Context: an optimization exercise on an open-source flow, tuned for small area, a short achievable clock period and few clock cycles. The choices shown serve that exercise and are no tape-out recipe. RTL that was checked went through simulation tests only; none was proved equivalent to the original. Only the layout flow was run in runs 5 and 6; the RTL was not checked for function there. Power is estimated from default activity; no workload was simulated.

--- flow/design.v ---
module CPU_6507(
	output [12:0] addr_bus,
	output [7:0] d_out,
	input [7:0] d_in,
	output reg wenb,
	input clk,
	input rstb,
	input rdy
);
localparam T0 = 5'd0, T1 = 5'd1, ABS2 = 5'd2, IDX = 5'd3, BR = 5'd4, BRFIX = 5'd5;
localparam DATA = 5'd8, MOD = 5'd9, WR = 5'd10, PLO = 5'd11, PHI = 5'd12, PHIJ = 5'd13;
localparam PUSH = 5'd16, SINC = 5'd17, PUSHL = 5'd18, PUSHP = 5'd19, PULLP = 5'd20, PULLL = 5'd21, PULLH = 5'd22, PULLA = 5'd23;
reg [7:0] A, X, Y, S;
reg N, V, D, I, Z, C;
reg [15:0] PC;
reg [7:0] IR, DL, ABL;
reg [4:0] ABH;
reg [4:0] st;
wire [7:0] P = {N, V, 2'b00, D, I, Z, C};
assign addr_bus = st[4] ? {5'b00001, S} : st[3] ? {ABH, ABL} : PC[12:0];
wire [2:0] aaa = IR[7:5];
wire [2:0] bbb = IR[4:2];
wire [1:0] cc = IR[1:0];
wire g1 = cc == 2'b01;
wire g2 = cc == 2'b10;
wire g0 = cc == 2'b00;
wire m_imm = (g1 & bbb == 3'b010) | (~g1 & bbb == 3'b000 & aaa[2]);
wire m_zp = bbb == 3'b001;
wire m_zpi = bbb == 3'b101;
wire m_izx = g1 & bbb == 3'b000;
wire m_izy = g1 & bbb == 3'b100;
wire m_absi = bbb == 3'b111 | (g1 & bbb == 3'b110);
wire use_y = (g1 & (bbb == 3'b110 | bbb == 3'b100)) | (g2 & aaa[2:1] == 2'b10);
wire is_store = aaa == 3'b100 & ~(g0 & ~bbb[0]) & ~(g2 & bbb[1:0] == 2'b10);
wire is_rmw = g2 & ~(aaa[2:1] == 2'b10) & bbb[0];
wire is_branch = g0 & bbb == 3'b100;
wire is_jmp = IR == 8'h4C;
wire is_jmpi = IR == 8'h6C;
wire is_jsr = IR == 8'h20;
wire is_brk = IR == 8'h00;
reg take;
always @(*) begin
	case (aaa[2:1])
		2'b00: take = N;
		2'b01: take = V;
		2'b10: take = C;
		default: take = Z;
	endcase
	take = take == aaa[0];
end
localparam OP_ADD = 3'd0, OP_AND = 3'd1, OP_OR = 3'd2, OP_EOR = 3'd3, OP_SHL = 3'd4, OP_SHR = 3'd5;
localparam [8:0] SA = 9'h100, SX = 9'h080, SY = 9'h040, SS = 9'h020, SPL = 9'h010, SPH = 9'h008, SAL = 9'h004, SDL = 9'h002, SP = 9'h001, S0 = 9'h000;
localparam [1:0] MDL = 2'b10, MNDL = 2'b11, M00 = 2'b00, MFF = 2'b01;
localparam [1:0] C0 = 2'b00, C1 = 2'b10, CC = 2'b01;
localparam [15:0] CW_NONE = 16'd0;
localparam [15:0] CW_ALINC = {SAL, M00, C1, OP_ADD};
reg [15:0] cw_exec;
always @(*) begin
	casez (IR)
		8'b000???01: cw_exec = {SA, MDL, C0, OP_OR};
		8'b001???01: cw_exec = {SA, MDL, C0, OP_AND};
		8'b010???01: cw_exec = {SA, MDL, C0, OP_EOR};
		8'b011???01: cw_exec = {SA, MDL, CC, OP_ADD};
		8'b111???01: cw_exec = {SA, MNDL, CC, OP_ADD};
		8'b110???01: cw_exec = {SA, MNDL, C1, OP_ADD};
		8'b111???00: cw_exec = {SX, MNDL, C1, OP_ADD};
		8'b110???00: cw_exec = {SY, MNDL, C1, OP_ADD};
		8'b001???00: cw_exec = {SA, MDL, C0, OP_AND};
		default: cw_exec = {S0, MDL, C0, OP_OR};    
	endcase
end
reg [15:0] cw_mod;
always @(*) begin
	case (aaa)
		3'b000: cw_mod = {SDL, M00, C0, OP_SHL};
		3'b001: cw_mod = {SDL, M00, CC, OP_SHL};
		3'b010: cw_mod = {SDL, M00, C0, OP_SHR};
		3'b011: cw_mod = {SDL, M00, CC, OP_SHR};
		3'b110: cw_mod = {SDL, MFF, C0, OP_ADD};
		default: cw_mod = {SDL, M00, C1, OP_ADD};
	endcase
end
wire [8:0] idxsel = use_y ? SY : SX;
wire [8:0] stsel = cc[0] ? SA : cc[1] ? SX : SY;
wire [15:0] CW_STORE = {stsel, M00, C0, OP_OR};
reg [15:0] cw_op;
always @(*) begin
	casez (d_in)
		8'b00?0_1010: cw_op = {SA, M00, C0, OP_SHL} | {9'h0, 2'b0, 1'b0, d_in[5], 3'b0};
		8'b01?0_1010: cw_op = {SA, M00, C0, OP_SHR} | {9'h0, 2'b0, 1'b0, d_in[5], 3'b0};
		8'h8A, 8'h9A: cw_op = {SX, M00, C0, OP_OR};
		8'hAA, 8'hA8, 8'h48: cw_op = {SA, M00, C0, OP_OR};
		8'hBA: cw_op = {SS, M00, C0, OP_OR};
		8'h98: cw_op = {SY, M00, C0, OP_OR};
		8'hE8: cw_op = {SX, M00, C1, OP_ADD};
		8'hCA: cw_op = {SX, MFF, C0, OP_ADD};
		8'hC8: cw_op = {SY, M00, C1, OP_ADD};
		8'h88: cw_op = {SY, MFF, C0, OP_ADD};
		8'h00: cw_op = {SPH, M00, C0, OP_OR};
		default: cw_op = {SP, M00, C0, OP_OR};
	endcase
end
reg [15:0] cw_nx;
always @(*) begin
	case (st)
		T0: cw_nx = cw_op;
		T1: begin
			if (m_imm) cw_nx = cw_exec;
			else if (is_branch) cw_nx = {SPL, MDL, C0, OP_ADD};
			else if (m_zp) cw_nx = CW_STORE;
			else if (m_izy) cw_nx = CW_ALINC;
			else if (m_zpi | m_izx) cw_nx = {idxsel, MDL, C0, OP_ADD};
			else cw_nx = {m_absi ? idxsel : S0, MDL, C0, OP_ADD};
		end
		IDX: cw_nx = m_izx ? CW_ALINC : CW_STORE;
		ABS2: cw_nx = is_jsr ? {SPH, M00, C0, OP_OR} : is_jmpi ? CW_ALINC : CW_STORE;
		PLO: cw_nx = {m_izy ? SY : S0, MDL, C0, OP_ADD};
		PHI: cw_nx = CW_STORE;
		DATA: cw_nx = is_rmw ? cw_mod : cw_exec;
		MOD: cw_nx = {SDL, M00, C0, OP_OR};
		BR: cw_nx = {SPH, 1'b0, DL[7], ~DL[7], 1'b0, OP_ADD};
		PUSH: cw_nx = {SPL, M00, C0, OP_OR};
		PUSHL: cw_nx = {SP, M00, C0, OP_OR};
		PUSHP: cw_nx = CW_ALINC;
		PULLA: cw_nx = cw_exec;
		default: cw_nx = CW_NONE;
	endcase
end
reg [15:0] cwr;
wire rA = cwr[15], rX = cwr[14], rY = cwr[13], rS = cwr[12], rPL = cwr[11], rPH = cwr[10], rAL = cwr[9], rDL = cwr[8], rP = cwr[7];
wire mEn = cwr[6], mInv = cwr[5], cOne = cwr[4], cC = cwr[3];
wire [2:0] op = cwr[2:0];
wire [7:0] R = ({8{rA}} & A) | ({8{rX}} & X) | ({8{rY}} & Y) | ({8{rS}} & S) |
	({8{rPL}} & PC[7:0]) | ({8{rPH}} & PC[15:8]) | ({8{rAL}} & ABL) | ({8{rDL}} & DL) | ({8{rP}} & P);
assign d_out = R;
wire [7:0] M = ({8{mEn}} & DL) ^ {8{mInv}};
wire cin = cOne | (cC & C);
wire [8:0] sum = {1'b0, R} + {1'b0, M} + {8'b0, cin};
reg [7:0] res;
reg cout;
always @(*) begin
	cout = sum[8];
	case (op)
		OP_ADD: res = sum[7:0];
		OP_AND: res = R & M;
		OP_OR: res = R | M;
		OP_EOR: res = R ^ M;
		OP_SHL: begin res = {R[6:0], cin}; cout = R[7]; end
		default: begin res = {cin, R[7:1]}; cout = R[0]; end
	endcase
end
wire ovf = (R[7] == M[7]) & (res[7] != R[7]);
reg wA, wX, wY, wS, wNZ, wC, wV, bitop;
always @(*) begin
	wA = 0; wX = 0; wY = 0; wS = 0; wNZ = 0; wC = 0; wV = 0; bitop = 0;
	case (st)
		T0: begin
			casez (IR)
				8'b0?0???01, 8'b001???01: begin wA = 1; wNZ = 1; end
				8'b101???01, 8'h68: begin wA = 1; wNZ = 1; end
				8'b011???01, 8'b111???01: begin wA = 1; wNZ = 1; wC = 1; wV = 1; end
				8'b110???01, 8'hE0, 8'hE4, 8'hEC, 8'hC0, 8'hC4, 8'hCC: begin wNZ = 1; wC = 1; end
				8'hA2, 8'hA6, 8'hAE, 8'hB6, 8'hBE: begin wX = 1; wNZ = 1; end
				8'hA0, 8'hA4, 8'hAC, 8'hB4, 8'hBC: begin wY = 1; wNZ = 1; end
				8'h24, 8'h2C: begin wNZ = 1; bitop = 1; wV = 1; end
				8'hAA, 8'hBA, 8'hE8, 8'hCA: begin wX = 1; wNZ = 1; end
				8'hA8, 8'hC8, 8'h88: begin wY = 1; wNZ = 1; end
				8'h8A, 8'h98: begin wA = 1; wNZ = 1; end
				8'h9A: wS = 1;
				8'h0A, 8'h2A, 8'h4A, 8'h6A: begin wA = 1; wNZ = 1; wC = 1; end
				default: ;
			endcase
		end
		MOD: begin wNZ = 1; wC = ~aaa[2]; end
		default: ;
	endcase
end
wire sdec = st == PUSH || st == PUSHL || st == PUSHP;
wire sinc = st == SINC || st == PULLL || (st == PULLP && ~IR[3]);
wire d_stk = ~d_in[7] & ~d_in[4] & ~d_in[2] & ~d_in[1] & ~d_in[0] & (d_in[3] | ~(d_in[5] & ~d_in[6]));
wire d_push = d_stk & ~d_in[5] & (d_in[3] | ~d_in[6]);
wire d_impl = (d_in[3:0] == 4'h8 & (d_in[7] | d_in[4])) | (d_in[3:0] == 4'hA & (d_in[7] | ~d_in[4]));
reg [4:0] ns;
reg wr_n;
always @(*) begin
	ns = T0;
	wr_n = 1'b0;
	case (st)
		T0: begin
			ns = {d_stk, 3'b000, ~d_impl & ~d_push};
			wr_n = d_push;
		end
		T1: begin
			if (m_imm) ns = T0;
			else if (is_branch) ns = take ? BR : T0;
			else if (m_zp) ns = DATA;
			else if (m_zpi | m_izx) ns = IDX;
			else if (m_izy) ns = PLO;
			else ns = ABS2;
			wr_n = m_zp & is_store;
		end
		IDX: begin ns = m_izx ? PLO : DATA; wr_n = ~m_izx & is_store; end
		ABS2: begin
			ns = is_jmp ? T0 : is_jsr ? PUSH : is_jmpi ? PLO : DATA;
			wr_n = is_jsr | (is_store & ~is_jmp & ~is_jmpi);
		end
		PLO: ns = (is_jmpi | is_brk) ? PHIJ : PHI;
		PHI: begin ns = DATA; wr_n = is_store; end
		PHIJ: ns = T0;
		DATA: ns = is_rmw ? MOD : T0;
		MOD: begin ns = WR; wr_n = 1'b1; end
		WR: ns = T0;
		BR: ns = (cout != DL[7]) ? BRFIX : T0;
		BRFIX: ns = T0;
		PUSH: begin ns = (is_brk | is_jsr) ? PUSHL : T0; wr_n = is_brk | is_jsr; end
		PUSHL: begin ns = is_brk ? PUSHP : T0; wr_n = is_brk; end
		PUSHP: ns = PLO;
		SINC: ns = IR[3] ? (IR[6] ? PULLA : PULLP) : (IR[5] ? PULLL : PULLP);
		PULLP: ns = IR[3] ? T0 : PULLL;
		PULLL: ns = PULLH;
		PULLH: ns = T0;
		PULLA: ns = T0;
		default: ns = T0;
	endcase
end
wire [15:0] PCinc = PC + 16'd1;
wire [7:0] sx = S ^ {8{sdec}};
wire [6:0] st_t = {&sx[6:0], &sx[5:0], &sx[4:0], &sx[3:0], &sx[2:0], &sx[1:0], sx[0]};
wire [4:0] dinc = d_in[4:0] + 5'd1;
wire [4:0] ABHc = cout ? dinc : d_in[4:0];
always @(posedge clk) begin
	if (!rstb) begin
		st <= PLO;
		IR <= 8'h00;
		ABL <= 8'hFC;
		ABH <= 5'h1F;
		wenb <= 1'b1;
		cwr <= CW_ALINC;
		A <= 0; X <= 0; Y <= 0; S <= 0;
		N <= 0; V <= 0; D <= 0; I <= 1; Z <= 1; C <= 0;
	end else if (rdy) begin
		st <= ns;
		cwr <= cw_nx;
		wenb <= ~wr_n;
		if (wA) A <= res;
		if (wX) X <= res;
		if (wY) Y <= res;
		if (wS) S <= res;
		else if (sdec | sinc) S <= S ^ {st_t, 1'b1};
		if (wNZ) begin N <= bitop ? M[7] : res[7]; Z <= res == 8'h00; end
		if (wC) C <= cout;
		if (wV) V <= bitop ? M[6] : ovf;
		case (st)
			T0: begin
				IR <= d_in;
				PC <= PCinc;
				casez (IR)
					8'b00?11000: C <= IR[5];
					8'b01?11000: I <= IR[5];
					8'hB8: V <= 1'b0;
					8'b11?11000: D <= IR[5];
					default: ;
				endcase
			end
			T1: begin
				DL <= d_in;
				PC <= PCinc;
				ABL <= d_in;
				ABH <= 5'd0;
			end
			IDX: begin ABL <= res; ABH <= 5'd0; end
			ABS2: begin
				if (is_jmp) PC <= {d_in, DL};
				else PC <= PCinc;
				if (is_jsr) ABL <= d_in;
				else begin ABL <= res; ABH <= ABHc; end
			end
			PLO: begin DL <= d_in; ABL <= res; end
			PHI: begin ABL <= res; ABH <= ABHc; end
			PHIJ, PULLH: PC <= {d_in, DL};
			DATA: DL <= d_in;
			MOD: DL <= res;
			BR: PC[7:0] <= res;
			BRFIX: PC[15:8] <= res;
			PUSH: if (is_jsr) PC[15:8] <= ABL;
			PUSHL: if (is_jsr) PC[7:0] <= DL;
			PUSHP: begin I <= 1'b1; ABL <= 8'hFE; ABH <= 5'h1F; end
			PULLP: begin N <= d_in[7]; V <= d_in[6]; D <= d_in[3]; I <= d_in[2]; Z <= d_in[1]; C <= d_in[0]; end
			PULLL, PULLA: DL <= d_in;
			default: ;
		endcase
	end
end
endmodule
--- flow/flow/run.sh ---
#!/bin/bash
set -euo pipefail
bash standard.sh "BUFFER_PORTS_ARGS=-buffer_cell sky130_fd_sc_hd__buf_4" SETUP_SLACK_MARGIN=5.8 finish > flow_make.log 2>&1
--- flow/standard.sh ---
#!/bin/bash
# synth_recipe.tcl (not shown) runs the flow's synth.tcl, then flattens the netlist and writes it again
# the make line also repeats each setting of config.mk as NAME=value (left out here)
make -C /OpenROAD-flow-scripts/flow DESIGN_CONFIG=/design/flow/config.mk WORK_HOME=/design/flow/orfs CLKGATE_MAP_FILE= SYNTH_SCRIPT=/design/flow/synth_recipe.tcl "${@:-finish}"
--- flow/config.mk ---
export PLATFORM = sky130hd
export DESIGN_NAME = CPU_6507
export DESIGN_NICKNAME = CPU_6507
export VERILOG_FILES = /design/flow/design.v
export SDC_FILE = /design/flow/constraint.sdc
export NUM_CORES = 4
export LEC_CHECK = 0
export ABC_AREA = 1
export CAP_MARGIN = 20
export CORE_MARGIN = 2
export CORE_UTILIZATION = 55
export SLEW_MARGIN = 20
--- flow/constraint.sdc ---
create_clock -name core_clock -period 9.0 [get_ports {clk}]
set_input_delay 1.8000 -clock core_clock [delete_from_list [all_inputs] [get_ports {clk}]]
set_output_delay 1.8000 -clock core_clock [all_outputs]
set_load 0.01 [all_outputs]
==> results of run 1 <==
## where the power goes
part / total, mW / internal (mW) / switching (mW)
combinational: 0.427 / 0.139 / 0.288
sequential: 0.532 / 0.503 / 0.0286
clock: 0.398 / 0.194 / 0.204
total: 1.36 / 0.836 / 0.520
## timing repair
item,4_1_cts,5_1_grt
resized for setup,39,55
hold buffers,0,0
pin swaps,9,11
setup buffers,34,19
setup endpoints to repair,93,65
## layout make-up
class / count / area [µm²] / area share
sequential: 105 / 2370 / 0.242
clock buffer: 9 / 225 / 0.0230
multi-input combinational: 1083 / 5580 / 0.570
inverter: 160 / 628 / 0.0641
clock inverter: 7 / 58.8 / 0.00600
timing repair buffer: 89 / 693 / 0.0707
tap: 188 / 235 / 0.0240
## worst max-delay path, stage by stage, from the launching register on
cell     delay (ps)
dfxtp_1         380
a22o_1          290
nor2_2          130
nand2_2         100
buf_4           160
## metrics by stage
stage	cells	cell area [µm²]	hold WS [ps]
6_report	1641	9800	475
3_5_place_dp	1572	8830	455
3_3_place_gp	1571	8820	451
5_1_grt	1641	9800	498
4_1_cts	1622	9470	473
2_1_floorplan	1399	8550	435
## routing by layer
metal / up-vias / track usage / wire [µm] / share of wire
li1: 4767 / - / - / -
met1: 4674 / 0.509 / 12900 / 0.40
met2: 556 / 0.633 / 15000 / 0.46
met3: 96 / 0.0690 / 3210 / 0.099
met4: 0 / 0.157 / 1410 / 0.043
met5: - / 0 / 0 / 0
## how the worst min path moves through the flow
| stage | end | cells past startpoint | from | slack, ps |
|---|---|---|---|---|
| 2_1_floorplan | ABH[3]$_SDFFE_PN1P_ | 2 | ABH[3]$_SDFFE_PN1P_ | 430 |
| 3_3_place_gp | ABH[2]$_SDFFE_PN1P_ | 2 | ABH[2]$_SDFFE_PN1P_ | 450 |
| 3_5_place_dp | cwr[4]$_SDFFE_PN1P_ | 2 | cwr[4]$_SDFFE_PN1P_ | 460 |
| 4_1_cts | cwr[4]$_SDFFE_PN1P_ | 2 | cwr[4]$_SDFFE_PN1P_ | 470 |
| 5_1_grt | cwr[4]$_SDFFE_PN1P_ | 2 | cwr[4]$_SDFFE_PN1P_ | 500 |
| 6_report | cwr[4]$_SDFFE_PN1P_ | 2 | cwr[4]$_SDFFE_PN1P_ | 480 |
## state kept, by name (all words and copies together) (netlist names)
signal,flops
N,1
Z,1
S,8
I,1
cwr,16
st,5
D,1
A,8
C,1
ABL,8
X,8
IR,8
ABH,5
DL,8
PC,16
Y,8
wenb,1
V,1
## kinds of logic after synthesis
kind of cell | after synthesis | synth area share
DFF | 105 | 0.274
AOI/OAI and AO/OA | 316 | 0.211
adders and majority gates | 22 | 0.0340
buffers and inverters | 211 | 0.0963
and+or+nand+nor | 723 | 0.362
xor gates and xnor gates | 22 | 0.0225
## cell usage after synthesis, drive strengths merged
master   number
nand2       423
inv         157
nor2        137
o21ai       124
a21oi       121
nand3       105
dfxtp        81
clkbuf       31
edfxtp       24
nand4        23
nor3         23
buf          20
ha           20
xor2         20
o211ai       13
a22oi        12
o22ai        10
o221ai        9
a31oi         7
o2111ai       6
a221oi        5
nand3b        4
or2           4
a211oi        3
clkinv        3
nor4          3
fa            2
o31ai         2
xnor2         2
a2111oi       1
a22o          1
a32oi         1
nor3b         1
o21bai        1
## placed cells by master (no fill, tap or decap), types with 6 or more instances in the layout
cell / count
nor2_1: 117
nand3_2: 11
clkbuf_16: 9
dfxtp_1: 67
o21ai_1: 10
o221ai_1: 9
nor2_4: 9
o211ai_1: 13
inv_2: 12
a22oi_1: 12
a21oi_1: 117
inv_1: 140
ha_1: 20
nand4_1: 22
o2111ai_1: 6
nor2_2: 11
o22ai_1: 10
a31oi_1: 6
dfxtp_2: 8
nor3_1: 17
nand2_4: 6
nand2_1: 403
nand2_2: 14
o21ai_0: 112
dfxtp_4: 6
nand3_1: 93
xor2_1: 19
edfxtp_1: 24
buf_4: 83
==> flow_summary.yaml, run 1 <==
outcome:
  status: "finished clean"
route:
  dr.pass1.iters: 6
  routed_via_density: 6.15
  wl_per_cell_um: 19.8
  drt-initial-drc-count: 1240
  via_count: 10093
  drc: 0
  final_antenna_net_count: 0
  wirelength_um: 32500
timing:
  finalSetupViolations: 0
  period_share: 0.359
  slew_headroom: 0.446
  rsz0062_at_grt: "true"
  worst_pin_slew_ps: 828
  timing.final.ws_setup_ps: 5770
  hold_viol_final: 0
  drv_slew: 0
  fin_setup_tns_ps: 0
  clock-skew-final_ps: 13.0
  max_clock_freq_mhz: 310
  layout_min_cycle_time_ps: 3230
power:
  p_per_area_nw_per_um2: 138
  p_leak_nw: 4.54
  peakVddDrop_uv: 104
  total_power_mw: 1.36
cts:
  clockRootBuffer: "clkbuf_16"
  clk_pin_slew_ps: 70
  htree_levels: 3
  clock_latency_ps: 370
  cts_buffer_depth: 2
  cts_buffers: 9
  cts_tree: "yes"
  clock-sinks: 105
synth:
  ys_top_cells_by_area: "dfxtp_1 (19%), nand2_1 (18%), edfxtp_1 (8.4%), a21oi_1 (7.0%), o21ai_0 (6.7%)"
  syn_area_um2: 8550
  synth_area_leader_cell: "dfxtp_1"
  yosys_warnings: 1
  postSynthCellCount: 1399
  synth_area_per_cell_um2: 6.11
  yosysSeqAreaShare: 0.274
  synth_cell_types: 50
  synth_seq_cells: 105
  synth_fp_nets: 1432
  yosysTopAreaCellShare: 0.190
min_path:
  min_path_type: "reg2reg"
die:
  die_area_um2: 16600
  initial_utilization: 0.562
  io-pin-count: 33
  die_width_um: 129
  die_h_um: 129
  coreArea_um2: 15200
  rows: 45
setup_path:
  ff2ff_setup_slack_ps: 6020
  path_max_fanout: 4
  cp-end-kind: "output port"
  cp-endpoint: "d_out[4]"
  rr_endpoint: "ABH[4]$_SDFFE_PN1P_"
  startpoint_type: "register"
  required_ps: 7200
  r2r-start: "DL[0]$_DFFE_PP_"
  reg2reg_depth: 19
  worstSetupPathType: "reg2out"
  arrival_ps: 1430
  crit_start: "ABL[4]$_SDFFE_PN1P_"
layout:
  n_fill_cell: 1541
  syn2layout_area_growth_pct: 14.7
  diodes: 0
  final_layout_size_suffix_gt1_frac: 0.144
  nNetsFinal: 1481
  final_util: 0.645
placement:
  dp_hpwl_um: 23700
  dp_slack_ps: 5140
  portBuffers: 32
  routabilityCongestion: 0.996
global_route:
  grt_pass1_wl_um: 49200
  first_global_vias: 8970
  grt_max_degree: 45
  antenna_found_initial: 0
  grt_overflow: 0
  grt_usage: 0.387
run:
  max_cap_violations: 0
Testbench counts, summed over its fixed seeds: cycles 244,174.
==> inputs of run 2 (changes only) <==
--- a/flow/config.mk
+++ b/flow/config.mk
@@ -9,4 +9,5 @@
 export CAP_MARGIN = 20
 export CORE_MARGIN = 2
-export CORE_UTILIZATION = 55
+export CORE_UTILIZATION = 60
+export CTS_BUF_LIST = sky130_fd_sc_hd__clkbuf_4 sky130_fd_sc_hd__clkbuf_8
 export SLEW_MARGIN = 20
==> run 2 against run 1 <==
Compared with the run above: global-route usage rose by 2.5 points; sequential share of layout area grew 0.097 points; final cell count fell by 0.55%; clock skew increased by 3.0 ps; via count rose by 2.1%; die area shrank 8.1%; synthesized cell count did not move; clock-buffer cell count is the same; synthesized area unchanged; design area shrank 0.34%; critical path depth shrank 1; wire length decreased by 0.24%; highest routed layer unchanged.
==> flow_summary.yaml, run 2 <==
outcome:
  status: "finished clean"
min_path:
  worstHoldStart: "cwr[3]$_SDFFE_PN0P_"
  hold_path_depth: 2
  holdPathEnd: "cwr[3]$_SDFFE_PN0P_"
  min_path_type: "reg2reg"
synth:
  synth_seq_cells: 105
  syn_area_um2: 8550
  yosysTopAreaCellShare: 0.190
  synth_mux_area_frac: 0
  postSynthCellCount: 1399
  synth_commonest_cells: "nand2_1 (418), inv_1 (147), nor2_1 (128)"
  synthAdderAreaFrac: 0.0340
  synth_area_leader_cell: "dfxtp_1"
  synth_edf_count: 24
  yosysSeqAreaShare: 0.274
  synth_compound_area_frac: 0.211
  ys_top_cells_by_area: "dfxtp_1 (19%), nand2_1 (18%), edfxtp_1 (8.4%), a21oi_1 (7.0%), o21ai_0 (6.7%)"
  dominantRegCellSynth: "dfxtp_1"
  synth_cell_types: 50
  synth.most_common_cell: "nand2_1"
  synth_top_family_by_area: "simple AND/OR/NAND/NOR gates"
  synth_area_per_cell_um2: 6.11
  synthSimpleGateAreaFrac: 0.362
  yosys_warnings: 1
  synth_fp_nets: 1432
  synth-xor-area-share: 0.0225
  postSynth.asyncResetShare: 0
timing:
  finalSetupViolations: 0
  worst_pin_slew_ps: 933
  slew_headroom: 0.362
  clock-skew-final_ps: 16.0
  timing.final.ws_setup_ps: 5670
  rsz0062_at_grt: "true"
  layout_min_cycle_time_ps: 3330
  whs_ps: 474
  hold_viol_final: 0
  period_share: 0.370
  drv_slew: 0
  max_clock_freq_mhz: 301
  fin_setup_tns_ps: 0
layout:
  final_layout_size_suffix_gt1_frac: 0.149
  top_regs: "PC x16, cwr x16"
  multi_input_comb_area_um2: 5630
  final_util: 0.704
  nNetsFinal: 1480
  syn2layout_area_growth_pct: 14.3
  regArea_um2: 2380
  final_common_cell: "nand2_1"
  diodes: 0
  n_fill_cell: 1255
  final_cell_mix: "nand2_1 (404), inv_1 (140), nor2_1 (120), a21oi_1 (112), o21ai_0 (109)"
  stdcell_count: 1632
setup_path:
  worstSetupPathType: "reg2out"
  startpoint_type: "register"
  reg2reg_depth: 22
  required_ps: 7200
  path_max_fanout: 5
  r2r-start: "PC[8]$_DFFE_PP_"
  cp.buffers_inverters: 1
  cp-end-kind: "output port"
  cp_cell_sequence: "a21oi_2 -> nand2_2 -> buf_4"
  arrival_ps: 1530
  crit_path_max_incr_delay_ps: 520
  crit_family: "flip-flops"
  ff2ff_setup_slack_ps: 5830
  rr_endpoint: "ABH[3]$_SDFFE_PN1P_"
  cp_slowest_cell: "edfxtp_1"
cts:
  htree_levels: 3
  clock-sinks: 105
  clockRootBuffer: "clkbuf_8"
  clock_latency_ps: 420
  clk_pin_slew_ps: 110
  cts_buffers: 9
  cts_tree: "yes"
  cts_buffer_depth: 2
  ctsHoldBuffers: 0
die:
  die_area_um2: 15200
  die_width_um: 123
  initial_utilization: 0.616
  coreArea_um2: 13900
  io-pin-count: 33
  rows: 43
  die_h_um: 123
placement:
  dp_hpwl_um: 22900
  dp_slack_ps: 5160
  placedCellCount: 1562
  portBuffers: 32
  routabilityCongestion: 1.08
route:
  dr.pass1.iters: 6
  final_antenna_net_count: 0
  wirelength_um: 32500
  drc: 0
  via_count: 10307
  wl_per_cell_um: 19.9
  drt-initial-drc-count: 1737
  routed_via_density: 6.32
run:
  max_cap_violations: 0
global_route:
  grt_usage: 0.412
  grt_pass1_wl_um: 47800
  first_global_vias: 8879
  antenna_found_initial: 0
  grt_max_degree: 45
  grt_overflow: 0
power:
  p_leak_nw: 4.53
  peakVddDrop_uv: 78.7
  p_per_area_nw_per_um2: 130
-- run 2: cell counts after synthesis --
No cell type changed its count.
-- run 2: worst max path at each step --
| stage | from | to | slack [ps] | cells after the start |
|---|---|---|---|---|
| final | PC[9]$_DFFE_PP_ | d_out[1] | 5670 | 3 |
| after global routing | PC[8]$_DFFE_PP_ | ABH[3]$_SDFFE_PN1P_ | 5660 | 22 |
| after CTS | PC[10]$_DFFE_PP_ | d_out[2] | 5650 | 3 |
| after detailed placement | rdy | A[0]$_SDFFE_PN0P_ | 5160 | 7 |
| after global placement | rdy | X[4]$_SDFFE_PN0P_ | 5250 | 7 |
| after floorplan | rdy | PC[10]$_DFFE_PP_ | 5760 | 3 |
-- run 2: kinds of logic (layout without fill, tap and decap cells) --
kind of cell               after synthesis  count (layout)
and+or+nand+nor                        723             724
adders and majority gates               22              22
DFF                                    105             105
buffers and inverters                  211             263
AOI/OAI and AO/OA                      316             316
xor gates and xnor gates                22              22
-- run 2: area by class of cell --
cell class | instances | area share
multi-input combinational | 1084 | 0.576
sequential | 105 | 0.243
timing repair buffer | 87 | 0.0742
inverter | 160 | 0.0639
tap | 180 | 0.0231
clock buffer | 9 | 0.0127
clock inverter | 7 | 0.00641
-- run 2: timing repair --
action                                  4_1_cts  5_1_grt
setup buffers                                29       23
cloned                                        0        2
pin swaps                                     9       20
gates resized for setup                      42       67
endpoints found under the setup margin       93       62
-- run 2: power by group --
part / switching (mW) / total [mW] / internal [mW]
clock network: 0.201 / 0.308 / 0.107
logic: 0.288 / 0.432 / 0.144
registers: 0.0313 / 0.535 / 0.504
total: 0.519 / 1.27 / 0.755
-- run 2: per-layer routing --
layer / track usage / share of wire
met1: 0.536 / 0.38
met2: 0.660 / 0.45
met3: 0.0830 / 0.12
met4: 0.183 / 0.052
met5: 0 / 0
-- run 2: stage by stage --
step / area (µm²) / total power, mW
after floorplan: 8550 / 0.769
after global placement: 8800 / 0.902
after detailed placement: 8800 / 0.905
after CTS: 9340 / 1.22
after global routing: 9770 / 1.31
final: 9770 / 1.27
-- run 2: tightest hold or removal path, delay by kind of cell (launching register included) --
family | cells | cell delay [ps]
DFF | 1 | 330
and+or+nand+nor | 1 | 60
AOI/OAI and AO/OA | 1 | 50
==> inputs of run 3 (changes only) <==
==> flow/flow/run.sh (replaced) <==
#!/bin/bash
set -euo pipefail
bash standard.sh ADDER_MAP_FILE= "BUFFER_PORTS_ARGS=-buffer_cell sky130_fd_sc_hd__buf_4" SETUP_SLACK_MARGIN=5.8 finish > flow_make.log 2>&1
--- a/flow/config.mk
+++ b/flow/config.mk
@@ -10,4 +10,3 @@
 export CORE_MARGIN = 2
 export CORE_UTILIZATION = 60
-export CTS_BUF_LIST = sky130_fd_sc_hd__clkbuf_4 sky130_fd_sc_hd__clkbuf_8
 export SLEW_MARGIN = 20
==> run 3 against run 2 <==
Compared with the run above: still clean on timing, DRC and antenna; first-iteration DRC count up 13%; die area down 0.87%; non-clock buffer count up 7; critical endpoint is now d_out[7].
==> flow_summary.yaml, run 3 <==
layout:
  nNetsFinal: 1461
  syn2layout_area_growth_pct: 15.1
  final_common_cell: "nand2_1"
  top_regs: "PC x16, cwr x16"
  n_fill_cell: 1235
  design_area_um2: 9750
  final_cell_mix: "nand2_1 (365), inv_1 (156), nor2_1 (135), a21oi_1 (124), buf_4 (88)"
  final_layout_size_suffix_gt1_frac: 0.175
  diodes: 0
cts:
  clockRootBuffer: "clkbuf_16"
  clock-sinks: 105
  clock_latency_ps: 370
  cts_buffers: 9
  cts_tree: "yes"
  htree_levels: 3
  cts_buffer_depth: 2
  clk_pin_slew_ps: 70
synth:
  postSynthCellCount: 1394
  synth.most_common_cell: "nand2_1"
  synth_area_per_cell_um2: 6.08
  synth_cell_types: 58
  yosys_warnings: 1
  syn_area_um2: 8470
  yosysTopAreaCellShare: 0.191
  synth_seq_cells: 105
  postSynth.asyncResetShare: 0
  synth_area_leader_cell: "dfxtp_1"
  yosysSeqAreaShare: 0.277
  dominantRegCellSynth: "dfxtp_1"
  ys_top_cells_by_area: "dfxtp_1 (19%), nand2_1 (17%), edfxtp_1 (8.5%), a21oi_1 (7.4%), inv_1 (7.1%)"
  synth_commonest_cells: "nand2_1 (379), inv_1 (161), nor2_1 (145)"
  synth_fp_nets: 1405
  synth_edf_count: 24
route:
  via_count: 10635
  drc: 0
  final_antenna_net_count: 0
  drt-initial-drc-count: 1965
  dr.pass1.iters: 14
  wl_per_cell_um: 20.9
  wirelength_um: 34200
  routed_via_density: 6.50
timing:
  fin_setup_tns_ps: 0
  max_clock_freq_mhz: 308
  rsz0062_at_grt: "true"
  whs_ps: 473
  slew_headroom: 0.218
  worst_pin_slew_ps: 1160
  drv_slew: 0
  period_share: 0.360
  timing.final.ws_setup_ps: 5760
  hold_viol_final: 0
  clock-skew-final_ps: 13.4
  layout_min_cycle_time_ps: 3240
  finalSetupViolations: 0
die:
  die_h_um: 123
  initial_utilization: 0.613
  coreArea_um2: 13800
  die_width_um: 123
  die_area_um2: 15100
  rows: 43
  io-pin-count: 33
global_route:
  grt_usage: 0.448
  grt_pass1_wl_um: 51000
  first_global_vias: 9370
  antenna_found_initial: 0
  grt_max_degree: 46
  grt_overflow: 0
power:
  p_per_area_nw_per_um2: 139
  peakVddDrop_uv: 105
  total_power_mw: 1.36
  p_leak_nw: 4.36
placement:
  portBuffers: 32
  dp_slack_ps: 5380
  dpl-instance-area_um2: 8770
  dp_hpwl_um: 24500
  routabilityCongestion: 1.08
run:
  max_cap_violations: 0
outcome:
  status: "finished clean"
min_path:
  min_path_type: "reg2reg"
setup_path:
  required_ps: 7200
  worstSetupPathType: "reg2out"
  path_max_fanout: 2
  startpoint_type: "register"
  arrival_ps: 1440
  cp-end-kind: "output port"
## run 3: final timing paths
path	startpoint	endpoint	slack (ps)	depth (start not counted)
worst max-delay path	PC[7]$_DFFE_PP_	d_out[7]	5760	5
worst max register to register	st[3]$_SDFFE_PN1P_	S[5]$_SDFFE_PN0P_	5890	10
worst min register to register	cwr[3]$_SDFFE_PN0P_	cwr[3]$_SDFFE_PN0P_	470	2
worst min-delay path	cwr[3]$_SDFFE_PN0P_	cwr[3]$_SDFFE_PN0P_	470	2
## run 3: repair_timing
item / in CTS / in global routing
pin swaps: 10 / 23
resized for setup: 43 / 43
setup buffers: 35 / 21
hold buffers: 0 / 0
gates cloned: 0 / 0
setup endpoints to repair: 41 / 41
## run 3: final cells by class
class / count / area (µm²) / area share
multi-input combinational: 1053 / 5410 / 0.555
sequential: 105 / 2380 / 0.244
timing repair buffer: 94 / 728 / 0.0747
inverter: 187 / 716 / 0.0734
clock buffer: 13 / 272 / 0.0278
tap: 180 / 225 / 0.0231
clock inverter: 3 / 21.3 / 0.00218
## run 3: metrics by stage
stage	utilization	std cells
after floorplan	-	1394
after global placement	0.635	1563
after detailed placement	0.635	1563
after CTS	0.683	1614
after global routing	0.705	1635
final	0.705	1635
## run 3: routing by layer
metal | vias to the layer above | GRT usage | part of all wire
met5 | - | 0 | 0
met4 | 0 | 0.262 | 0.074
met3 | 246 | 0.108 | 0.13
met2 | 919 | 0.684 | 0.43
met1 | 4730 | 0.573 | 0.37
li1 | 4740 | - | -
## run 3: cell families after synthesis
logic type / count (synthesis) / share of synthesized area
flops: 105 / 0.277
simple gates: 691 / 0.352
xor+xnor: 20 / 0.0216
compound gates: 342 / 0.241
buf+inv: 236 / 0.108
## run 3: report_power, final
part	total [mW]	switching, mW	internal [mW]	leakage (nW)
Combinational	0.422	0.284	0.138	3.34
Sequential	0.535	0.0311	0.504	0.882
Clock	0.404	0.191	0.213	0.141
Total	1.36	0.505	0.855	4.36
## run 3: critical path, stage by stage, from the launching register on
cell and delay [ps]:
edfxtp_1 430, nand2_2 100, nand3_2 80, a211oi_4 230, nand2_2 110, buf_6 130
==> inputs of run 4 (changes only) <==
==> flow/flow/run.sh (replaced) <==
#!/bin/bash
set -euo pipefail
W=$PWD
sed -e "s#^\(\s*\)log_cmd abc {\*}\$abc_args#\1log_cmd abc {*}[lreplace \$abc_args 1 1 $W/flow/abc_nf.script]#" \
    "$FLOW_HOME/scripts/synth.tcl" > "$W/flow_synth_core.tcl"
grep -q 'abc_nf.script' "$W/flow_synth_core.tcl"
sed -e "s#source \$::env(SCRIPTS_DIR)/synth.tcl#source $W/flow_synth_core.tcl#" \
    "$W/synth_recipe.tcl" > "$W/flow_synth.tcl"
grep -q "flow_synth_core.tcl" "$W/flow_synth.tcl"
bash standard.sh SYNTH_SCRIPT="$W/flow_synth.tcl" "BUFFER_PORTS_ARGS=-buffer_cell sky130_fd_sc_hd__buf_4" SETUP_SLACK_MARGIN=5.8 finish > "$W/flow_make.log" 2>&1
==> flow/flow/abc_nf.script (new file) <==
strash
&get -n
&dch -f
&nf
&put
topo
stime -c
buffer -c
upsize -c
dnsize -c
--- a/flow/config.mk
+++ b/flow/config.mk
@@ -6,5 +6,4 @@
 export NUM_CORES = 4
 export LEC_CHECK = 0
-export ABC_AREA = 1
 export CAP_MARGIN = 20
 export CORE_MARGIN = 2
==> run 4 against run 3 <==
Compared with the run above: total power grew 5.6%; sequential power increased by 0.9%; register-to-register slack worse by 350 ps; design area increased by 0.77%; combinational power rose by 17%; wire length is 0.62% lower; maximum frequency fell by 9.3%; via count decreased by 9.7%; final cell count down 19%; critical path depth fell by 1; global-route usage down 0.47 points; largest cell class unchanged; largest power group unchanged.
==> flow_summary.yaml, run 4 <==
die:
  io-pin-count: 33
  die_area_um2: 14900
  die_h_um: 122
  die_width_um: 122
  coreArea_um2: 13700
  initial_utilization: 0.608
  rows: 43
setup_path:
  startpoint_type: "register"
  r2r-start: "cwr[12]$_SDFFE_PN0P_"
  cp_slowest_cell: "edfxtp_1"
  cp-endpoint: "d_out[6]"
  ff2ff_setup_slack_ps: 5540
  crit_family: "flip-flops"
  crit_start: "PC[14]$_DFFE_PP_"
  path_depth: 4
  reg2reg_depth: 14
  arrival_ps: 1770
  cp-end-kind: "output port"
  path_max_fanout: 2
  worstSetupPathType: "reg2out"
  cp.buffers_inverters: 2
  cp_cell_sequence: "a222oi_1 -> and3_4 -> inv_4 -> buf_6"
  crit_path_max_incr_delay_ps: 520
  rr_endpoint: "Z$_SDFFE_PN1P_"
  required_ps: 7200
outcome:
  status: "finished clean"
synth:
  synth_area_per_cell_um2: 7.54
  synth_edf_count: 24
  yosysSeqAreaShare: 0.281
  synth_seq_cells: 105
  synth_fp_nets: 1140
  yosys_warnings: 1
  synth_area_leader_cell: "dfxtp_1"
  syn_area_um2: 8350
  postSynth.asyncResetShare: 0
  synth_cell_types: 91
  postSynthCellCount: 1107
  dominantRegCellSynth: "dfxtp_1"
  synth_commonest_cells: "nand2_1 (126), a21oi_1 (114), o21ai_0 (103)"
  synth.most_common_cell: "nand2_1"
  yosysTopAreaCellShare: 0.194
  ys_top_cells_by_area: "dfxtp_1 (19%), edfxtp_1 (8.6%), a21oi_1 (6.8%), o21ai_0 (6.2%), nand2_1 (5.7%)"
cts:
  clock_latency_ps: 370
  ctsHoldBuffers: 0
  htree_levels: 3
  cts_buffers: 9
  cts_tree: "yes"
  clk_pin_slew_ps: 80
  cts_buffer_depth: 2
  clockRootBuffer: "clkbuf_16"
  clock-sinks: 105
timing:
  drv_slew: 0
  finalSetupViolations: 0
  worst_pin_slew_ps: 1020
  rsz0062_at_grt: "true"
  layout_min_cycle_time_ps: 3570
  timing.final.ws_setup_ps: 5430
  hold_viol_final: 0
  period_share: 0.397
  fin_setup_tns_ps: 0
  slew_headroom: 0.316
  clock-skew-final_ps: 11.3
  max_clock_freq_mhz: 280
placement:
  placedCellCount: 1242
  routabilityCongestion: 1.01
  portBuffers: 32
  dp_slack_ps: 4850
  dp_hpwl_um: 22700
global_route:
  use_met1: 0.594
  met3_usage: 0.0964
  grt_max_degree: 48
  grt_overflow: 0
  met2_usage: 0.681
  grt-busiest-layer: "met2"
  first_global_vias: 8585
  grt_pass1_wl_um: 49900
  antenna_found_initial: 0
  grt_usage: 0.443
layout:
  stdcell_count: 1324
  final_util: 0.716
  final_cell_mix: "nand2_1 (125), a21oi_1 (106), nor2_1 (100), o21ai_0 (90), buf_4 (79)"
  syn2layout_area_growth_pct: 17.7
  n_fill_cell: 1113
  final_common_cell: "nand2_1"
  diodes: 0
  final_layout_size_suffix_gt1_frac: 0.202
  nNetsFinal: 1172
  top_regs: "PC x16, cwr x16"
route:
  wirelength_um: 33900
  drc: 0
  routed_via_density: 7.26
  wl_per_cell_um: 25.6
  via_count: 9607
  dr.pass1.iters: 7
  final_antenna_net_count: 0
  drt-initial-drc-count: 1598
power:
  p_leak_nw: 3.67
  total_power_mw: 1.44
  peakVddDrop_uv: 113
  p_per_area_nw_per_um2: 146
min_path:
  min_path_type: "reg2reg"
run:
  max_cap_violations: 0
run 4: changes by cell type after synthesis, sizes merged, moves of 16 or more:
cell    delta
a21oi     -16
a222oi    +20
and3      +16
clkbuf    +30
ha        +20
inv      -155
mux2i     +28
nand2    -271
nand3     -46
nor2      -61
xnor2     +23
run 4: layout make-up:
class | instances | area (µm²) | share of cell area
Timing Repair Buffer | 106 | 940 | 0.0956
Clock inverter | 7 | 62.6 | 0.00637
Clock buffer | 9 | 225 | 0.0229
Multi-Input combinational cell | 884 | 5870 | 0.597
Tap cell | 180 | 225 | 0.0229
Inverter | 33 | 146 | 0.0149
Sequential cell | 105 | 2360 | 0.240
run 4: kinds of logic (layout without fill, tap and decap cells):
logic type / count (synthesis) / after routing / share of synthesized area
DFF: 105 / 105 / 0.281
muxes: 29 / 29 / 0.0349
buffers and inverters: 118 / 155 / 0.0600
and+or+nand+nor: 407 / 407 / 0.242
AOI/OAI and AO/OA: 385 / 385 / 0.304
xor gates and xnor gates: 41 / 41 / 0.0439
adders and majority gates: 22 / 22 / 0.0348
run 4: metrics by stage:
stage | cell area [µm²] | hold slack (ps)
floorplan | 8450 | 435
global placement | 8580 | 462
detailed placement | 8580 | 470
CTS | 9390 | 491
global route | 9830 | 517
finish | 9830 | 486
run 4: worst min-delay path by stage:
stage | start | endpoint | cells past startpoint
floorplan | ABH[2]$_SDFFE_PN1P_ | ABH[2]$_SDFFE_PN1P_ | 1
global placement | ABH[0]$_SDFFE_PN1P_ | ABH[0]$_SDFFE_PN1P_ | 2
detailed placement | ABH[0]$_SDFFE_PN1P_ | ABH[0]$_SDFFE_PN1P_ | 2
CTS | ABH[0]$_SDFFE_PN1P_ | ABH[0]$_SDFFE_PN1P_ | 2
global route | ABH[2]$_SDFFE_PN1P_ | ABH[2]$_SDFFE_PN1P_ | 1
finish | ABH[0]$_SDFFE_PN1P_ | ABH[0]$_SDFFE_PN1P_ | 2
run 4: worst reg2reg max path: stages, from the launching register on:
cell and delay, ps:
dfxtp_4 380, buf_6 150, a222oi_1 440, nand3_2 220, buf_6 190, ha_1 310
nand3b_1 230, nand2_1 130, xnor2_1 250, o21ai_2 100, a31oi_4 280, nand4_1 150
nor4_1 270, a21oi_1 140, o211ai_2 180
run 4: what timing repair did:
action | CTS | global route
endpoints found under the setup margin | 101 | 88
pin swaps | 22 | 26
setup buffers | 37 | 29
gates resized for setup | 61 | 65
run 4: report_power, final:
group	total [mW]	internal (mW)	switching, mW
Clock	0.405	0.194	0.211
Sequential	0.540	0.504	0.0356
Combinational	0.492	0.198	0.294
run 4: layer usage:
metal | part of all wire | up-vias
met2 | 0.44 | 821
li1 | - | 4188
met3 | 0.13 | 164
met5 | 0 | -
met4 | 0.053 | 0
met1 | 0.38 | 4434
==> inputs of run 5 (changes only) <==
--- a/flow/design.v
+++ b/flow/design.v
@@ -18,5 +18,6 @@
 reg [4:0] st;
 wire [7:0] P = {N, V, 2'b00, D, I, Z, C};
-assign addr_bus = st[4] ? {5'b00001, S} : st[3] ? {ABH, ABL} : PC[12:0];
+reg a_pc, a_ab, a_sk;
+assign addr_bus = ({13{a_pc}} & PC[12:0]) | ({13{a_ab}} & {ABH, ABL}) | ({13{a_sk}} & {5'b00001, S});
 wire [2:0] aaa = IR[7:5];
 wire [2:0] bbb = IR[4:2];
@@ -232,4 +233,5 @@
 	if (!rstb) begin
 		st <= PLO;
+		a_pc <= 1'b0; a_ab <= 1'b1; a_sk <= 1'b0;
 		IR <= 8'h00;
 		ABL <= 8'hFC;
@@ -241,4 +243,7 @@
 	end else if (rdy) begin
 		st <= ns;
+		a_pc <= ns[4:3] == 2'b00;
+		a_ab <= ns[4:3] == 2'b01;
+		a_sk <= ns[4:3] == 2'b10;
 		cwr <= cw_nx;
 		wenb <= ~wr_n;
==> flow/flow/run.sh (replaced) <==
#!/bin/bash
set -euo pipefail
bash standard.sh "BUFFER_PORTS_ARGS=-buffer_cell sky130_fd_sc_hd__buf_4" SETUP_SLACK_MARGIN=5.8 finish > flow_make.log 2>&1
--- a/flow/config.mk
+++ b/flow/config.mk
@@ -6,4 +6,5 @@
 export NUM_CORES = 4
 export LEC_CHECK = 0
+export ABC_AREA = 1
 export CAP_MARGIN = 20
 export CORE_MARGIN = 2
removed: flow/flow/abc_nf.script
==> run 5 against run 4 <==
Compared with the run above: still clean on timing, DRC and antenna; clock-buffer cell count increased by 5; total power shrank 3.4%; global-route usage down 2.8 points; sequential share of layout area rose by 0.51 points; design area increased by 0.69%; hold slack worse by 12 ps; maximum frequency grew 10%; clock skew hardly changed; critical endpoint is now d_out[3]; largest cell class unchanged.
==> flow_summary.yaml, run 5 <==
timing:
  period_share: 0.359
  hold_viol_final: 0
  clock-skew-final_ps: 11.5
  rsz0062_at_grt: "true"
  fin_setup_tns_ps: 0
  slew_headroom: 0.495
  max_clock_freq_mhz: 309
  layout_min_cycle_time_ps: 3230
  worst_pin_slew_ps: 753
  drv_slew: 0
  finalSetupViolations: 0
  timing.final.ws_setup_ps: 5770
die:
  die_width_um: 124
  coreArea_um2: 14400
  io-pin-count: 33
  initial_utilization: 0.606
  die_h_um: 124
  die_area_um2: 15500
  rows: 44
setup_path:
  r2r-start: "st[4]$_SDFFE_PN0P_"
  arrival_ps: 1430
  path_max_fanout: 9
  startpoint_type: "register"
  cp-endpoint: "d_out[3]"
  cp-end-kind: "output port"
  crit_start: "cwr[13]$_SDFFE_PN0P_"
  reg2reg_depth: 9
  worstSetupPathType: "reg2out"
  rr_endpoint: "ABL[1]$_SDFFE_PN0P_"
  required_ps: 7200
  ff2ff_setup_slack_ps: 6020
global_route:
  grt_max_degree: 57
  first_global_vias: 9217
  grt_usage: 0.414
  grt_pass1_wl_um: 50400
  grt_overflow: 0
  antenna_found_initial: 0
synth:
  synth_area_leader_cell: "dfxtp_1"
  postSynthCellCount: 1416
  synth_fp_nets: 1449
  synth_cell_types: 52
  ys_top_cells_by_area: "dfxtp_1 (19%), nand2_1 (17%), o21ai_0 (8.3%), edfxtp_1 (8.3%), inv_1 (7.5%)"
  synth_edf_count: 24
  synth.most_common_cell: "nand2_1"
  yosys_warnings: 1
  synth_commonest_cells: "nand2_1 (397), inv_1 (174), o21ai_0 (144)"
  syn_area_um2: 8710
  yosysTopAreaCellShare: 0.193
  postSynth.asyncResetShare: 0
  yosysSeqAreaShare: 0.276
  dominantRegCellSynth: "dfxtp_1"
  synth_area_per_cell_um2: 6.15
  synth_seq_cells: 108
power:
  p_per_area_nw_per_um2: 140
  peakVddDrop_uv: 105
  p_leak_nw: 4.65
cts:
  clockRootBuffer: "clkbuf_16"
  clk_pin_slew_ps: 70
  clock_latency_ps: 370
  clock-sinks: 108
  cts_buffers: 9
  ctsHoldBuffers: 0
  cts_tree: "yes"
  cts_buffer_depth: 2
  htree_levels: 3
run:
  max_cap_violations: 0
route:
  wirelength_um: 33700
  routed_via_density: 6.36
  drc: 0
  via_count: 10507
  drt-initial-drc-count: 1558
  final_antenna_net_count: 0
  dr.pass1.iters: 9
  wl_per_cell_um: 20.4
layout:
  regArea_um2: 2430
  final_util: 0.689
  multi_input_comb_area_um2: 5550
  final_cell_mix: "nand2_1 (382), inv_1 (169), o21ai_0 (143), nor2_1 (115), nand3_1 (91)"
  nNetsFinal: 1496
  n_fill_cell: 1352
  final_common_cell: "nand2_1"
  top_regs: "PC x16, cwr x16"
  diodes: 0
  syn2layout_area_growth_pct: 13.7
  final_layout_size_suffix_gt1_frac: 0.131
outcome:
  status: "finished clean"
placement:
  dp_slack_ps: 5100
  dp_hpwl_um: 25000
  portBuffers: 32
  routabilityCongestion: 0.977
min_path:
  min_path_type: "reg2reg"
==> run 5: cell types whose count changed after synthesis, moves of 12 or more <==
cell      before  now
xnor2_1       23    5
a222oi_1      20    0
buf_2         20    8
nand3_1       35   98
a21oi_1      114   94
and3_1        16    2
nand2_1      126  397
mux2i_1       28    0
nor2_1       102  120
inv_1         31  174
clkbuf_1      53   29
o21ai_0      103  144
==> run 5: where the power goes <==
group          internal, mW  switching, mW
Clock                 0.225          0.185
Combinational         0.139          0.291
Sequential            0.519         0.0302
Total                 0.883          0.506
==> run 5: repair_timing <==
item,4_1_cts,5_1_grt
endpoints found under the hold margin,0,0
gates resized for setup,38,39
setup buffers,22,25
setup endpoints to repair,79,59
pin swaps,6,14
==> run 5: worst min path at each step <==
stage / from / endpoint / slack (ps) / cells after the start
floorplan: A[0]$_SDFFE_PN0P_ / A[0]$_SDFFE_PN0P_ / 420 / 2
global placement: cwr[3]$_SDFFE_PN0P_ / cwr[3]$_SDFFE_PN0P_ / 440 / 2
detailed placement: cwr[3]$_SDFFE_PN0P_ / cwr[3]$_SDFFE_PN0P_ / 440 / 2
CTS: cwr[3]$_SDFFE_PN0P_ / cwr[3]$_SDFFE_PN0P_ / 460 / 2
global route: A[0]$_SDFFE_PN0P_ / A[0]$_SDFFE_PN0P_ / 500 / 2
finish: cwr[3]$_SDFFE_PN0P_ / cwr[3]$_SDFFE_PN0P_ / 470 / 2
==> run 5: metrics by stage <==
stage	area, µm²	power [mW]	hold WS (ps)	instances
global route	9890	1.43	497	1652
global placement	8980	0.932	438	1589
CTS	9540	1.34	457	1627
floorplan	8710	0.783	424	1416
finish	9890	1.39	474	1652
detailed placement	8980	0.934	444	1589
==> run 5: final cells by class <==
| class | instances | area share |
|---|---|---|
| clock buffer | 14 | 0.0257 |
| clock inverter | 2 | 0.00367 |
| inverter | 193 | 0.0757 |
| timing repair buffer | 82 | 0.0654 |
| multi-input combinational | 1069 | 0.561 |
| tap | 184 | 0.0233 |
| sequential | 108 | 0.245 |
==> run 5: critical path: stages (launching register included) <==
cell and delay [ps]:
dfxtp_4 380, nand2_2 100, nand2_1 70, a21oi_2 120, nand3b_1 190, buf_4 200
==> run 5: kinds of logic after synthesis <==
logic type	after synthesis	share of synthesized area
simple gates	695	0.340
compound gates	326	0.216
buf+inv	239	0.108
flops	108	0.276
xor+xnor	26	0.0262
fa+ha+maj	22	0.0333
==> run 5: metal layers <==
| metal | track usage | vias up | wire length [µm] |
|---|---|---|---|
| li1 | - | 4815 | - |
| met1 | 0.553 | 4745 | 12900 |
| met2 | 0.636 | 779 | 14600 |
| met3 | 0.0842 | 168 | 4090 |
| met4 | 0.213 | 0 | 1990 |
| met5 | 0 | - | 0 |
==> inputs of run 6 (changes only) <==
--- a/flow/design.v
+++ b/flow/design.v
@@ -9,5 +9,5 @@
 );
 localparam T0 = 5'd0, T1 = 5'd1, ABS2 = 5'd2, IDX = 5'd3, BR = 5'd4, BRFIX = 5'd5;
-localparam DATA = 5'd8, MOD = 5'd9, WR = 5'd10, PLO = 5'd11, PHI = 5'd12, PHIJ = 5'd13;
+localparam DATA = 5'd8, MOD = 5'd9, WR = 5'd10, PLO = 5'd11, PHI = 5'd12, PHIJ = 5'd13, VEC = 5'd14;
 localparam PUSH = 5'd16, SINC = 5'd17, PUSHL = 5'd18, PUSHP = 5'd19, PULLP = 5'd20, PULLL = 5'd21, PULLH = 5'd22, PULLA = 5'd23;
 reg [7:0] A, X, Y, S;
@@ -18,6 +18,5 @@
 reg [4:0] st;
 wire [7:0] P = {N, V, 2'b00, D, I, Z, C};
-reg a_pc, a_ab, a_sk;
-assign addr_bus = ({13{a_pc}} & PC[12:0]) | ({13{a_ab}} & {ABH, ABL}) | ({13{a_sk}} & {5'b00001, S});
+assign addr_bus = st[4] ? {5'b00001, S} : st[3] ? {ABH, ABL} : PC[12:0];
 wire [2:0] aaa = IR[7:5];
 wire [2:0] bbb = IR[4:2];
@@ -123,5 +122,4 @@
 		PUSH: cw_nx = {SPL, M00, C0, OP_OR};
 		PUSHL: cw_nx = {SP, M00, C0, OP_OR};
-		PUSHP: cw_nx = CW_ALINC;
 		PULLA: cw_nx = cw_exec;
 		default: cw_nx = CW_NONE;
@@ -206,5 +204,6 @@
 			wr_n = is_jsr | (is_store & ~is_jmp & ~is_jmpi);
 		end
-		PLO: ns = (is_jmpi | is_brk) ? PHIJ : PHI;
+		PLO: ns = is_jmpi ? PHIJ : PHI;
+		VEC: ns = PHIJ;
 		PHI: begin ns = DATA; wr_n = is_store; end
 		PHIJ: ns = T0;
@@ -216,5 +215,5 @@
 		PUSH: begin ns = (is_brk | is_jsr) ? PUSHL : T0; wr_n = is_brk | is_jsr; end
 		PUSHL: begin ns = is_brk ? PUSHP : T0; wr_n = is_brk; end
-		PUSHP: ns = PLO;
+		PUSHP: ns = VEC;
 		SINC: ns = IR[3] ? (IR[6] ? PULLA : PULLP) : (IR[5] ? PULLL : PULLP);
 		PULLP: ns = IR[3] ? T0 : PULLL;
@@ -230,21 +229,16 @@
 wire [4:0] dinc = d_in[4:0] + 5'd1;
 wire [4:0] ABHc = cout ? dinc : d_in[4:0];
+always @(posedge clk) if (rdy) cwr <= cw_nx;
 always @(posedge clk) begin
 	if (!rstb) begin
-		st <= PLO;
-		a_pc <= 1'b0; a_ab <= 1'b1; a_sk <= 1'b0;
+		st <= VEC;
 		IR <= 8'h00;
 		ABL <= 8'hFC;
 		ABH <= 5'h1F;
 		wenb <= 1'b1;
-		cwr <= CW_ALINC;
 		A <= 0; X <= 0; Y <= 0; S <= 0;
 		N <= 0; V <= 0; D <= 0; I <= 1; Z <= 1; C <= 0;
 	end else if (rdy) begin
 		st <= ns;
-		a_pc <= ns[4:3] == 2'b00;
-		a_ab <= ns[4:3] == 2'b01;
-		a_sk <= ns[4:3] == 2'b10;
-		cwr <= cw_nx;
 		wenb <= ~wr_n;
 		if (wA) A <= res;
@@ -283,4 +277,5 @@
 			PLO: begin DL <= d_in; ABL <= res; end
 			PHI: begin ABL <= res; ABH <= ABHc; end
+			VEC: begin DL <= d_in; ABL[0] <= 1'b1; end
 			PHIJ, PULLH: PC <= {d_in, DL};
 			DATA: DL <= d_in;
==> run 6 against run 5 <==
Compared with the run above: still clean on timing, DRC and antenna; core utilization rose by 1.1 points; hold slack got worse by 7.9 ps; final cell count fell by 1.0%; critical path depth fell by 1; wire length fell by 2.7%; sequential power fell by 2%; first-iteration DRC count fell by 1.2%; worst setup slack got worse by 130 ps; total power fell by 5.1%.
==> flow_summary.yaml, run 6 <==
timing:
  period_share: 0.374
  drv_slew: 0
  layout_min_cycle_time_ps: 3370
  slew_headroom: 0.338
  worst_pin_slew_ps: 992
  finalSetupViolations: 0
  hold_viol_final: 0
  max_clock_freq_mhz: 297
  clock-skew-final_ps: 11.1
  rsz0062_at_grt: "true"
  fin_setup_tns_ps: 0
cts:
  clk_pin_slew_ps: 70
  cts_tree: "yes"
  clockRootBuffer: "clkbuf_16"
  clock_latency_ps: 370
  cts_buffer_depth: 2
  ctsHoldBuffers: 0
  clock-sinks: 105
  htree_levels: 3
  cts_buffers: 9
route:
  drc: 0
  drt-initial-drc-count: 1540
  wirelength_um: 32800
  wl_per_cell_um: 20.0
  final_antenna_net_count: 0
  via_count: 10291
  dr.pass1.iters: 6
  routed_via_density: 6.29
die:
  die_h_um: 125
  coreArea_um2: 14400
  rows: 44
  die_width_um: 125
  initial_utilization: 0.608
  die_area_um2: 15500
  io-pin-count: 33
synth:
  synth_cell_types: 52
  ys_top_cells_by_area: "nand2_1 (18%), dfxtp_1 (15%), edfxtp_1 (14%), inv_1 (7.0%), a21oi_1 (6.5%)"
  dominantRegCellSynth: "dfxtp_1"
  synth_commonest_cells: "nand2_1 (412), inv_1 (162), nor2_1 (137)"
  synth_fp_nets: 1434
  synth_seq_cells: 105
  yosysTopAreaCellShare: 0.177
  yosys_warnings: 1
  synth_edf_count: 40
  synth_area_leader_cell: "nand2_1"
  synth_area_per_cell_um2: 6.23
  postSynth.asyncResetShare: 0
  yosysSeqAreaShare: 0.287
  synth.most_common_cell: "nand2_1"
  syn_area_um2: 8730
  postSynthCellCount: 1401
layout:
  stdcell_count: 1635
  syn2layout_area_growth_pct: 15.1
  final_cell_mix: "nand2_1 (391), inv_1 (153), nor2_1 (130), a21oi_1 (104), o21ai_0 (97)"
  n_fill_cell: 1291
  final_common_cell: "nand2_1"
  nNetsFinal: 1479
  final_layout_size_suffix_gt1_frac: 0.146
  diodes: 0
  top_regs: "PC x16, cwr x16"
run:
  max_cap_violations: 0
global_route:
  first_global_vias: 9099
  grt_pass1_wl_um: 49600
  grt_max_degree: 45
  grt_usage: 0.407
  antenna_found_initial: 1
  grt_overflow: 0
power:
  p_leak_nw: 4.53
  p_per_area_nw_per_um2: 131
  total_power_mw: 1.32
  peakVddDrop_uv: 97.5
setup_path:
  startpoint_type: "register"
  required_ps: 7200
  arrival_ps: 1570
  cp-end-kind: "output port"
  worstSetupPathType: "reg2out"
  path_max_fanout: 7
min_path:
  min_path_type: "reg2reg"
placement:
  dp_hpwl_um: 24300
  routabilityCongestion: 1.05
  placedCellCount: 1571
  portBuffers: 32
outcome:
  status: "finished clean"
-- run 6: cell count changes after synthesis, moves of 11 or more --
| cell | before | now |
|---|---|---|
| o21ai_0 | 144 | 99 |
| nor2_1 | 120 | 137 |
| nand2_1 | 397 | 412 |
| clkbuf_1 | 29 | 17 |
| a21oi_1 | 94 | 113 |
| dfxtp_1 | 84 | 65 |
| nand4_1 | 25 | 14 |
| inv_1 | 174 | 162 |
| edfxtp_1 | 24 | 40 |
| o21ai_1 | 3 | 16 |
-- run 6: final timing paths --
check / slack (ps) / startpoint / endpoint / depth (start not counted)
setup / recovery: 5630 / cwr[10]$_DFFE_PP_ / d_out[0] / 4
hold / removal: 470 / ABH[4]$_SDFFE_PN1P_ / ABH[4]$_SDFFE_PN1P_ / 2
setup reg to reg: 5820 / cwr[8]$_DFFE_PP_ / PC[5]$_DFFE_PP_ / 19
hold reg to reg: 470 / ABH[4]$_SDFFE_PN1P_ / ABH[4]$_SDFFE_PN1P_ / 2
-- run 6: metrics by stage --
| step | util | setup WS (ps) | hold slack [ps] | instance area [µm²] |
|---|---|---|---|---|
| finish | 0.700 | 5630 | 466 | 10100 |
| detailed placement | 0.624 | 5370 | 455 | 8960 |
| CTS | 0.668 | 5660 | 473 | 9590 |
| global route | 0.700 | 5560 | 494 | 10100 |
| global placement | 0.624 | 5440 | 454 | 8960 |
| floorplan | - | 5850 | 435 | 8730 |
-- run 6: kinds of logic (layout without fill, tap and decap cells) --
kind of cell | count (synthesis) | in the layout | share of synthesized area
AO/OA/AOI/OAI | 298 | 298 | 0.196
buffers and inverters | 228 | 278 | 0.106
XOR/XNOR | 21 | 21 | 0.0211
flip-flops | 105 | 105 | 0.287
adder cells (fa/ha/maj) | 22 | 22 | 0.0332
AND/OR/NAND/NOR | 727 | 727 | 0.357
-- run 6: repair_timing --
action | 4_1_cts | 5_1_grt
gates resized for setup | 46 | 61
pin swaps | 19 | 25
setup endpoints to repair | 77 | 76
buffers inserted | 22 | 26
-- run 6: worst max-delay path, stage by stage (launching register included) --
cell and delay [ps]:
edfxtp_1 530, buf_4 210, a21oi_2 170, nand3_4 140, buf_6 150
-- run 6: layout make-up --
type	count	area [µm²]	share of cell area
multi-input cells	1068	5570	0.554
flip-flops and latches	105	2510	0.250
inverters	182	716	0.0712
repair buffers	80	714	0.0711
well taps	184	230	0.0229
clock buffers	10	229	0.0228
clock inverters	6	83.8	0.00834
-- run 6: metal layers --
metal	routed length (µm)	GRT usage
met5	11	0
met4	1960	0.174
met3	4110	0.0902
met2	14200	0.639
met1	12500	0.540
-- run 6: power by group --
| group | total [mW] | internal (mW) | leakage, nW | switching (mW) |
|---|---|---|---|---|
| logic | 0.349 | 0.117 | 3.47 | 0.233 |
| registers | 0.538 | 0.513 | 0.911 | 0.0257 |
| clock network | 0.429 | 0.243 | 0.146 | 0.187 |
| total | 1.32 | 0.872 | 4.53 | 0.445 |

-- re-timing with driven ports --
No port has a modelled driver above. Below, the same layouts with a new extraction and two added sets of constraints. Step 1 (the two cells are an assumption about what drives the block):
set clk [get_ports {clk}]
set_driving_cell -lib_cell sky130_fd_sc_hd__clkbuf_16 $clk
set_driving_cell -lib_cell sky130_fd_sc_hd__buf_2 [delete_from_list [all_inputs] $clk]
Step 2 adds t to the input delays and takes it off the output delays; t is the mean of the earliest and latest rising clock arrival at the registers after step 1. Input paths then give back, and output paths get back, about the clock's delay inside the block. Three values: no drivers, after step 1, after step 2; two values: the first two.
run	t (ns)	setup WS [ns]	latest minus earliest clock arrival (ns)
run 1	0.409	5.771 / 5.723 / 5.503	0.013 / 0.013
run 2	0.452	5.673 / 5.633 / 5.471	0.016 / 0.016
run 3	0.404	5.758 / 5.716 / 5.444	0.014 / 0.013
run 4	0.411	5.426 / 5.380 / 5.239	0.011 / 0.012
run 5	0.407	5.765 / 5.718 / 5.469	0.012 / 0.011
run 6	0.408	5.634 / 5.587 / 5.430	0.011 / 0.011
After both steps every run listed still meets setup and hold. The setup slack of run 3, which loses most, moves by -0.042 ns with the drivers and by -0.314 ns with both steps.
